This is an optimization exercise on Yosys and OpenROAD, whose aim is small area and a short achievable clock period, not a production implementation.
Only simulation tests tie the RTL to the original design; equivalence was not proved.
No activity file was given, so power comes from the tool's default toggle rates.

==> design/flow/design.v <==
module schoolbook(clk, rst, a, b, c);
input clk;
input rst;
input [282:0] a;
input [282:0] b;
output [565:0] c;
reg  [282:0] areg;
reg  [282:0] hi;
reg  [282:0] lo;
reg  [8:0]   count;
reg          first;
reg          done;
wire [282:0] addend = lo[0] ? areg : 283'd0;
wire [283:0] s      = {1'b0, hi} + {1'b0, addend};
wire [283:0] s0     = {1'b0, b[0] ? a : 283'd0};
wire [283:0] sn     = first ? s0 : s;
assign c = {hi, lo};
always @(posedge clk) begin
	areg <= a;
	if (rst == 1'b0) begin
		count <= 9'd0;
		first <= 1'b1;
		done  <= 1'b0;
	end
	else begin
		first <= 1'b0;
		if (!done) count <= count + 9'd1;
		if (count == 9'd282) done <= 1'b1;
	end
	if (!done) begin
		hi <= sn[283:1];
		lo <= first ? {sn[0], b[282:1]} : {sn[0], lo[282:1]};
	end
end
endmodule
==> design/flow/run.sh <==
#!/bin/bash
# synth_recipe.tcl (not shown) runs the flow's synth.tcl, then flattens the netlist and writes it again
# the make line also repeats each setting of config.mk as NAME=value (left out here)
make -C /OpenROAD-flow-scripts/flow DESIGN_CONFIG=/design/flow/config.mk WORK_HOME=/design/flow/orfs CLKGATE_MAP_FILE= SYNTH_SCRIPT=/design/flow/synth_recipe.tcl finish
==> design/flow/config.mk <==
export PLATFORM = sky130hd
export DESIGN_NAME = schoolbook
export DESIGN_NICKNAME = schoolbook
export VERILOG_FILES = /design/flow/design.v
export SDC_FILE = /design/flow/constraint.sdc
export NUM_CORES = 4
export LEC_CHECK = 0
export CAP_MARGIN = 20
export CORE_MARGIN = 2
export CORE_UTILIZATION = 25
export PLACE_DENSITY = 0.4
export SLEW_MARGIN = 20
==> design/flow/constraint.sdc <==
create_clock -name core_clock -period 14.0 [get_ports {clk}]
set_input_delay 2.8000 -clock core_clock [delete_from_list [all_inputs] [get_ports {clk}]]
set_output_delay 2.8000 -clock core_clock [all_outputs]
set_load 0.01 [all_outputs]
==> flow_metrics.py, run 1 <==
metrics = {
    "status": {
        "run_status": "timing/DRC/antenna clean",
    },
    "worst_setup_path": {
        "worstSetupPathType": "reg2reg",
        "end_kind": "flop",
        "crit_required_ps": 14470,
        "r2r-end": "hi[280]",
        "startpoint": "lo[0]",
        "crit_fanout": 100,
        "r2r_start": "lo[0]",
        "ff2ff_path_depth": 20,
        "crit_path_end": "hi[280]",
        "arrival_ps": 8330,
        "r2r_slack_ps": 6150,
        "cp-start-kind": "flop",
    },
    "clock_network": {
        "clkLatencyLatePin_ps": 810,
        "cts-resized-gates": 0,
        "clock_path_buffers": 3,
        "cts_root_buf": "clkbuf_16",
        "cts_sinks": 860,
        "numCtsBuffers": 111,
        "cts_tree": "done",
        "clk_pin_slew_ps": 60,
        "ctsHoldBuffers": 0,
        "post_cts_buffers": 0,
        "h-tree-depth": 3,
    },
    "synth": {
        "synth_area_um2": 51800,
        "synth-main-ff-cell": "edfxtp_1",
        "synth_cell_types": 81,
        "avgSynthCellArea_um2": 9.33,
        "synth-warning-count": 1,
        "ys_seq_elements": 860,
        "synthCells": 5548,
        "synth_nets": 6402,
        "ys_seq_area_share_pct": 44.2,
        "synthArstFlopShare_pct": 0,
        "synth_edf_count": 566,
    },
    "timing": {
        "setup_tns_ps": 0,
        "post-route-min-period_ps": 7850,
        "setup_slack_ps": 6150,
        "fin_worst_skew_ps": 65.2,
        "hold_viol_final": 0,
        "fmax_mhz": 127,
        "finalCritPeriodShare_pct": 56.1,
        "rsz0062_at_grt": "false",
        "setup_viol": 0,
        "holdWs_ps": 512,
        "relSlewSlack_pct": 20.0,
        "maxSlewViolCount": 0,
        "tightestPinTransition_ps": 1200,
    },
    "placement": {
        "place_congestion": 0.978,
        "pre_cts_ws_ps": 5950,
        "hpwl_mm": 236,
        "numPortBuffers": 1133,
    },
    "grt": {
        "grt_pass1_vias": 49200,
        "grt_overflow": 0,
        "met1_usage_pct": 29.0,
        "grt_max_degree": 148,
        "grt_antenna_before_repair": 110,
        "gr-usage-met3_pct": 6.68,
        "grt_use_total_pct": 25.9,
        "gr-usage-met2_pct": 44.8,
        "busiest_layer": "met2",
        "grt_pass1_wl_mm": 389,
    },
    "power_and_ir_drop": {
        "swShare_pct": 40.0,
        "p_leak_nw": 25.9,
        "pwr-share-comb_pct": 42.1,
        "vdd_drop_max_mv": 0.103,
        "p_sw_mw": 4.67,
        "seqPwrFrac_pct": 31.4,
        "power_density_nw_per_um2": 167,
        "p_int_mw": 6.99,
        "clockPowerShare_pct": 26.5,
        "fin_total_pwr_mw": 11.7,
    },
    "cells_and_area": {
        "syn2layout_area_growth_pct": 34.9,
        "nets": 7424,
        "final_cell_mix": "clkdlybuf4s50_1 (1,133), nand2_1 (717), o21ai_0 (617), edfxtp_1 (566), a21oi_1 (563)",
        "drive_gt1_share_pct": 8.01,
        "layout_commonest_cell": "clkdlybuf4s50_1",
    },
    "floorplanning": {
        "row_count": 167,
        "initial_core_util_pct": 25.1,
        "die_y_um": 459,
        "core-area_um2": 206000,
        "die_w_um": 459,
        "ios": 1134,
        "dieArea_um2": 211000,
    },
    "detailed_routing": {
        "via_count": 48000,
        "routed_wl_mm": 284,
        "viasPerCell": 5.10,
        "first_iter_violations": 3566,
        "wl_per_cell_um": 30.1,
        "final_antenna_net_count": 0,
        "drc": 0,
        "drtPass1Iterations": 6,
    },
    "hold_path": {
        "min_path_type": "reg2reg",
    },
    "flow_run": {
        "cap_violations": 0,
    },
}
-- cell usage after synthesis, drive strengths merged (158+ instances only) --
master	n	share of area, %
nand2	717	5.2
o21ai	630	6.1
edfxtp	566	33
a21oi	564	5.5
nor2	341	2.5
dfxtp	294	11
and2	285	3.4
ha	285	6.9
mux2	282	6.1
clkbuf	260	1.9
xnor2	173	2.9
nand4	158	1.9
-- critical path, cell delays in order, from the launching register on --
cell and delay (ps):
edfxtp_1 320, buf_4 710, buf_4 770, buf_4 470, buf_4 590, and2_1 220
ha_1 300, nand2_1 110, nor2_1 270, nand2_1 190, nor4_1 580, nand3_1 180
a2111oi_1 680, nor3_1 280, o31ai_1 480, a21oi_1 200, o21ai_1 460, nand2_1 140
o21ai_0 220, xnor2_1 140, o21ai_0 80
-- state kept, by name, indices dropped and copies added (netlist names) --
signal  flops
lo        283
hi        283
first       1
count       9
areg      283
done        1
-- per-layer routing --
metal | share of wire [%] | wire (µm) | vias up
li1 | - | - | 22400
met1 | 38 | 109000 | 23500
met2 | 49 | 139000 | 1576
met3 | 6.3 | 17800 | 507
met4 | 6.0 | 17100 | 100
met5 | 0.23 | 651 | -
-- cells by family (layout without fill, tap and decap cells) --
kind of cell	Yosys count	after routing	synth area share (%)
compound gates	1686	1686	19.0
fa+ha+maj	286	286	6.93
other cells	0	39	0
flops	860	860	44.2
buf+inv	371	1491	2.69
simple gates	1780	1780	16.2
xor+xnor	281	281	4.76
mux	284	284	6.17
-- stage by stage --
step / util (%) / instances / cell area (µm²)
finish: 33.8 / 9411 / 69800
floorplan: - / 5548 / 51800
CTS: 33.8 / 9372 / 69700
global placement: 31.9 / 9161 / 65800
global route: 33.8 / 9390 / 69800
detailed placement: 31.9 / 9161 / 65800
-- final cells by class --
type,count,area (µm²)
fill,21500,137000
sequential,860,22900
clock buffer,166,3230
inverter,108,413
timing repair buffer,1172,11700
antenna,39,97.6
multi-input combinational,4317,27500
clock inverter,45,674
tap,2704,3380
-- power by group through the flow --
stage                     Clock, mW  Combinational, mW  Sequential [mW]
final                          3.09               4.91             3.66
after global routing           3.25               5.25             3.69
after CTS                      3.16               4.90             3.68
after detailed placement          0               4.87             3.72
after global placement            0               4.90             3.73
after floorplan                   0               2.41             3.66
-- how the worst min path moves through the flow --
stage | startpoint | end | cells after the start
4_1_cts | count[8] | count[8] | 2
3_3_place_gp | count[5] | count[5] | 2
3_5_place_dp | count[8] | count[8] | 2
5_1_grt | count[1] | count[1] | 2
2_1_floorplan | count[8] | count[8] | 2
6_report | count[8] | count[8] | 2
==> inputs of run 2 (changes only) <==
==> design/flow/design.v (replaced) <==
module schoolbook(clk, rst, a, b, c);
input clk;
input rst;
input [282:0] a;
input [282:0] b;
output [565:0] c;
reg  [282:0] am;
reg  [282:0] hi;
reg  [282:0] lo;
reg  [8:0]   count;
reg          first;
reg          done;
wire         bn = first ? b[1] : lo[1];
wire [283:0] s  = {1'b0, hi} + {1'b0, am};
wire [283:0] sn = first ? {1'b0, b[0] ? a : 283'd0} : s;
assign c = {hi, lo};
always @(posedge clk) begin
	am <= bn ? a : 283'd0;
	if (rst == 1'b0) begin
		count <= 9'd0;
		first <= 1'b1;
		done  <= 1'b0;
	end
	else begin
		first <= 1'b0;
		if (!done) count <= count + 9'd1;
		if (count == 9'd282) done <= 1'b1;
	end
	if (!done) begin
		hi <= sn[283:1];
		lo <= first ? {sn[0], b[282:1]} : {sn[0], lo[282:1]};
	end
end
endmodule
==> design/flow/flow/run.sh (new file) <==
#!/bin/bash
set -euo pipefail
bash standard.sh SETUP_SLACK_MARGIN=9 finish > standard.log 2>&1
==> design/flow/standard.sh (new file) <==
#!/bin/bash
# synth_recipe.tcl (not shown) runs the flow's synth.tcl, then flattens the netlist and writes it again
# the make line also repeats each setting of config.mk as NAME=value (left out here)
make -C /OpenROAD-flow-scripts/flow DESIGN_CONFIG=/design/flow/config.mk WORK_HOME=/design/flow/orfs CLKGATE_MAP_FILE= SYNTH_SCRIPT=/design/flow/synth_recipe.tcl "${@:-finish}"
--- a/design/flow/config.mk
+++ b/design/flow/config.mk
@@ -7,6 +7,6 @@
 export LEC_CHECK = 0
 export CAP_MARGIN = 20
 export CORE_MARGIN = 2
-export CORE_UTILIZATION = 25
-export PLACE_DENSITY = 0.4
+export CORE_UTILIZATION = 50
+export PLACE_DENSITY = 0.6
 export SLEW_MARGIN = 20
removed: design/flow/run.sh
==> flow_metrics.py, run 2 <==
metrics = {
    "detailed_routing": {
        "wl_per_cell_um": 34.1,
        "routed_wl_mm": 278,
        "viasPerCell": 6.52,
        "drc": 0,
        "first_iter_violations": 7375,
        "final_antenna_net_count": 0,
        "drtPass1Iterations": 6,
        "via_count": 53100,
    },
    "power_and_ir_drop": {
        "power_density_nw_per_um2": 168,
        "p_leak_nw": 26.2,
        "vdd_drop_max_mv": 0.120,
    },
    "clock_network": {
        "cts_sinks": 860,
        "cts_tree": "done",
        "clk_pin_slew_ps": 60,
        "cts_root_buf": "clkbuf_16",
        "ctsHoldBuffers": 0,
        "numCtsBuffers": 93,
        "clock_path_buffers": 3,
        "clkLatencyLatePin_ps": 720,
        "h-tree-depth": 3,
    },
    "floorplanning": {
        "core-area_um2": 104000,
        "row_count": 118,
        "initial_core_util_pct": 50.5,
        "die_y_um": 328,
        "dieArea_um2": 107000,
        "ios": 1134,
        "die_w_um": 328,
    },
    "timing": {
        "hold_viol_final": 0,
        "setup_slack_ps": 8910,
        "setup_viol": 0,
        "maxSlewViolCount": 0,
        "setup_tns_ps": 0,
        "post-route-min-period_ps": 5090,
        "fin_worst_skew_ps": 33.8,
        "tightestPinTransition_ps": 1210,
        "rsz0062_at_grt": "true",
        "fmax_mhz": 197,
        "relSlewSlack_pct": 19.2,
        "finalCritPeriodShare_pct": 36.3,
    },
    "synth": {
        "ys_seq_area_share_pct": 43.7,
        "synth_top_area_share_pct": 32.5,
        "synth-warning-count": 1,
        "synth_edf_count": 566,
        "synthCells": 5623,
        "yosysMostFrequentCell": "nand2_1",
        "synth_area_um2": 52300,
        "synth_area_leader_cell": "edfxtp_1",
        "synthArstFlopShare_pct": 0,
        "synth.area.top_cells": "edfxtp_1 (32%), dfxtp_1 (11%), ha_1 (6.8%)",
        "synth_nets": 6477,
        "synth_common_cells": "nand2_1 (726), o21ai_0 (599), a21oi_1 (567)",
        "avgSynthCellArea_um2": 9.31,
        "synth-main-ff-cell": "edfxtp_1",
        "ys_seq_elements": 860,
        "synth_cell_types": 82,
    },
    "cells_and_area": {
        "nets": 7508,
        "drive_gt1_share_pct": 10.3,
        "utilization_pct": 67.1,
        "final_cell_mix": "clkdlybuf4s50_1 (1,133), nand2_1 (725), o21ai_0 (589), edfxtp_1 (566), a21oi_1 (554)",
        "top_regs": "am x283, hi x283, lo x283",
        "syn2layout_area_growth_pct": 32.9,
        "layout_commonest_cell": "clkdlybuf4s50_1",
    },
    "grt": {
        "busiest_layer": "met2",
        "grt_max_degree": 197,
        "grt_use_total_pct": 49.4,
        "met1_usage_pct": 59.5,
        "grt_pass1_wl_mm": 374,
        "grt_antenna_before_repair": 54,
        "grt_pass1_vias": 49300,
        "gr-usage-met2_pct": 68.7,
        "gr-usage-met3_pct": 23.9,
        "grt_overflow": 0,
    },
    "status": {
        "run_status": "timing/DRC/antenna clean",
    },
    "worst_setup_path": {
        "crit_fanout": 4,
        "crit_required_ps": 14430,
        "arrival_ps": 5520,
        "end_kind": "flop",
        "worstSetupPathType": "reg2reg",
        "cp-start-kind": "flop",
    },
    "hold_path": {
        "min_path_type": "reg2reg",
    },
    "placement": {
        "numPortBuffers": 1133,
        "pre_cts_ws_ps": 7690,
        "hpwl_mm": 228,
        "place_congestion": 1.19,
    },
    "flow_run": {
        "cap_violations": 0,
    },
}
[run 2: metal layers]
metal,vias to the layer above,wire [µm]
li1,22700,-
met1,25600,98800
met2,3885,111000
met3,894,43100
met4,38,24800
met5,-,528
[run 2: worst max-delay path, cell delays in order (launching register included)]
cell and delay [ps]:
edfxtp_1 390, ha_4 160, inv_1 50, fa_2 370, nor2b_4 180, o2111ai_4 160, a21o_1 270, a2111o_1 500
a311oi_4 460, nor3_4 80, o21ai_2 230, a31o_4 240, a41o_4 260, a41oi_4 170, o21a_4 310, o31a_1 290
o41ai_2 390, xnor2_1 190, o21ai_1 100
[run 2: metrics by stage]
step           power, mW  std cells  instance area, µm²  hold WS [ps]
2_1_floorplan       6.09       5623               52300           453
3_3_place_gp        8.48       7878               64500           462
3_5_place_dp        8.52       7878               64500           496
4_1_cts             11.2       8071               68500           506
5_1_grt             11.9       8146               69500           523
6_report            11.7       8152               69500           507
[run 2: cell type report]
type                            count  area (µm²)
Sequential cell                   860       22900
Fill cell                        8320       34100
Tap cell                         1380        1730
Clock buffer                      128        2690
Timing Repair Buffer             1218       12100
Clock inverter                     47         626
Inverter                           99         375
Multi-Input combinational cell   4382       29100
Antenna cell                       38        95.1
[run 2: timing repair]
item / in CTS / in global routing
pin swaps: 17 / 39
buffers inserted: 17 / 43
setup endpoints to repair: 213 / 160
cloned: 1 / 0
gates resized for setup: 94 / 111
[run 2: path summary, 6_finish.rpt]
kind | from | to | slack, ps | depth (start not counted)
worst max-delay path | hi[0] | hi[253] | 8910 | 18
worst min-delay path | count[8] | count[8] | 510 | 2
worst max register to register | hi[0] | hi[253] | 8910 | 18
worst min register to register | count[8] | count[8] | 510 | 2
[run 2: logic make-up after synthesis]
kind of cell	Yosys count	share of synthesized area, %
muxes	284	6.11
and+or+nand+nor	1838	16.7
buffers and inverters	382	2.84
AOI/OAI and AO/OA	1696	19.1
DFF	860	43.7
adders and majority gates	286	6.85
xor gates and xnor gates	277	4.64
[run 2: report_power, final]
part	internal, mW	switching (mW)
clock	1.53	1.15
combinational	2.04	3.23
sequential	3.26	0.459
total	6.82	4.83

-- separate check: timing with driven ports --
The flow's constraints put no driver on any port. The routed layouts listed below were extracted and timed again, unchanged, in two steps.
Step 1 sets driving cells, clkbuf_16 on the clock port and buf_2 on the other inputs (assumed; they add their load-dependent delay and slew).
Step 2, shift: input delay + t, output delay - t, t = (earliest + latest rising clock arrival at the registers) / 2. This alone moves slack from input paths to output paths.
Slacks: no drivers / after step 1 / after step 2; pairs: no drivers / after step 1.
run | shift t [ns] | slack for setup (ns) | worst setup path at the end | worst slew at a driven data input, ns | cell pins on the clock port's net
run 1 | 0.867 | 6.145 / 6.145 / 6.145 | register to register | 0.25 | 1
run 2 | 0.790 | 8.911 / 8.911 / 8.287 | input to register | 0.26 | 1
After both steps setup and hold are still met in every run listed. The setup slack of run 2, which loses most, moves by 0.000 ns with the drivers and by -0.624 ns with both steps.
